From an optimization exercise on the open Yosys and OpenROAD flow, aimed at small area; shortcuts taken in it are not production practice. Where RTL was checked, it was by simulation tests only, not by an equivalence proof against the original. Power is estimated from default activity; no workload was simulated.

==> flow/design.v (excerpt) <==
module udp_rx_stack(
    input               i_clk               ,
    input               i_rst               ,
    input [31:0]        i_local_ip          ,
    input               i_local_ip_valid    ,
    input [15:0]        i_local_port        ,
    input               i_local_port_valid  ,
    input [7:0]         i_GMII_data         ,
    input               i_GMII_valid        ,
    output [47:0]       o_rec_src_mac       ,
    output              o_rec_src_valid     ,
    output              o_crc_error         ,
    output              o_crc_valid         ,
    output [7:0]        o_udp_data          ,
    output [15:0]       o_udp_len           ,
    output              o_udp_last          ,
    output              o_udp_valid         ,
    output [15:0]       o_icmp_seq          ,
    output              o_icmp_reply        ,
    output [47:0]       o_arp_mac           ,
    output [31:0]       o_arp_ip            ,
    output              o_arp_valid         ,
    output              o_arp_reply
);
Size in the first run: about 1000 cells after synthesis, roughly 390 flip-flops, about 14000 sq um of cells after synthesis.
Settings: LEC_CHECK=0, CAP_MARGIN=20, CORE_MARGIN=2, CORE_UTILIZATION=40, SLEW_MARGIN=20; clock period 8.0 ns.
standard.sh (not shown) runs the stock make flow with config.mk's settings and CLKGATE_MAP_FILE= SYNTH_SCRIPT=/design/flow/synth_recipe.tcl, a recipe that flattens the netlist after the stock synthesis.
==> flow/flow/run.sh <==
#!/bin/bash
set -euo pipefail
cd "$(dirname "$0")/.."
export BUFFER_PORTS_ARGS="-buffer_cell sky130_fd_sc_hd__buf_1"
export CTS_ARGS="-sink_clustering_enable -repair_clock_nets -dont_use_dummy_load -buf_list sky130_fd_sc_hd__clkbuf_8"
bash standard.sh finish > flow_make.log 2>&1
The first run passed the timing, design-rule and antenna checks.
Rerun with:
==> flow/flow/run.sh (replaced) <==
#!/bin/bash
set -euo pipefail
cd "$(dirname "$0")/.."
export BUFFER_PORTS_ARGS="-buffer_cell sky130_fd_sc_hd__buf_1"
export CTS_ARGS="-sink_clustering_enable -repair_clock_nets -dont_use_dummy_load -buf_list sky130_fd_sc_hd__clkbuf_4"
bash standard.sh finish > flow_make.log 2>&1
What happened:
- worst hold slack hardly moves
- synthesized cell count stays the same
- sequential power is about the same
- cell count increases slightly
- sequential cell count stays the same
Rerun with:
==> flow/flow/run.sh (replaced) <==
#!/bin/bash
set -euo pipefail
cd "$(dirname "$0")/.."
export BUFFER_PORTS_ARGS="-buffer_cell sky130_fd_sc_hd__buf_1"
export CTS_ARGS="-sink_clustering_enable -repair_clock_nets -dont_use_dummy_load -buf_list sky130_fd_sc_hd__clkbuf_4 -sink_clustering_size 10 -sink_clustering_max_diameter 50"
bash standard.sh finish > flow_make.log 2>&1
- CORE_UTILIZATION: 40 -> 65
What happened: Worst hold slack gains 0.0091 ns; maximum frequency came out lower by 0.63%; routed wire length came out lower by 10%; core utilization came out higher by 27 points; total power came out lower by 9.1%; combinational power barely changes.
Rerun with:
- CORE_UTILIZATION: 65 -> 40
What happened: Final cell count came out higher by about 12%; routed wire length came out higher by about 10%; sequential power stays flat; global-route usage came out lower by 7.5 points; combinational power barely changes; clock skew came out higher by 0.078 ns; die area came out higher by 61%; setup slack loses 0.021 ns; total power came out higher by about 1.4%; flip-flop and latch count does not change.

* * *

harbor:
udp_rx_stack, a different RTL version from the one above (not shown whole).
Size: about 1000 cells after synthesis, roughly 390 flip-flops, ~240 I/O pins, ~14000 um2 of cells after synthesis.
Settings: LEC_CHECK=0, CAP_MARGIN=20, CORE_MARGIN=2, CORE_UTILIZATION=80, SLEW_MARGIN=20; clock period 8.0 ns.
==> flow/flow/run.sh <==
#!/bin/bash
set -euo pipefail
cd "$(dirname "$0")/.."
export BUFFER_PORTS_ARGS="-buffer_cell sky130_fd_sc_hd__buf_1"
export CTS_ARGS="-sink_clustering_enable -repair_clock_nets -dont_use_dummy_load -buf_list sky130_fd_sc_hd__clkbuf_4 -sink_clustering_size 10 -sink_clustering_max_diameter 50 "
bash standard.sh finish > flow_make.log 2>&1
Changes in amber relative to harbor:
--- a/flow/config.mk
+++ b/flow/config.mk
@@ -9,3 +9,3 @@
 export CORE_MARGIN = 2
-export CORE_UTILIZATION = 80
+export CORE_UTILIZATION = 65
 export SLEW_MARGIN = 20
Notes after the runs:
Number of tap instances ends up lower on harbor. On portion of total power attributed to the clock network, the lower figure sits with harbor, not amber. Compared amber against harbor; maximum frequency within noise. In amber the via count of the first global-routing pass turned out 387 lower than in harbor. Per the comparison of amber with harbor, sequential share of cell area went down by 0.27 points, clock network power consumption went up by about 1%, ratio of total power to cell area went down by about 0.7%, wire length of the first global-routing pass went down by about 2.6%, largest incremental delay on the critical path went up by 0.02 ns. Status: worst hold slack parity (amber, harbor). harbor vs amber, critical path launch point: ip_len[6]$_DFFE_PP_ vs ip_len[7]$_DFFE_PP_. Post-synthesis to final-layout area growth: amber > harbor.
No functional check of the RTL was part of any run of this note.

-- afterwards: timing with drivers on the ports --
The flow's constraints put no driver on any port. The routed layouts listed below were extracted and timed again, unchanged, in two steps.
Step 1, drivers: a clkbuf_16 drives i_clk and a buf_2 each remaining input, both assumed.
Step 2 moves the port delays by t, midway between the first and last clock arrival at a register: inputs arrive t later, outputs are due t later. That takes back most of the time a late clock gives input paths.
Three values: ideal ports, drivers, drivers and shift; two values: the first two.
run	t (ns)	setup slack, ns	worst setup path after step 2	clock arrival spread, ns
the first run of note 1	0.592	3.707 / 3.657 / 4.249	register to output	0.062 / 0.062
the second run of note 1	0.750	3.589 / 3.545 / 4.295	register to output	0.059 / 0.060
the third run of note 1	0.686	3.561 / 3.520 / 4.207	register to output	0.032 / 0.031
the fourth run of note 1	0.769	3.541 / 3.491 / 4.261	register to output	0.116 / 0.117
harbor	0.688	3.804 / 3.764 / 4.452	register to output	0.065 / 0.064
amber	0.697	3.813 / 3.769 / 4.466	register to output	0.061 / 0.062
After both steps setup and hold are still met in every run listed.
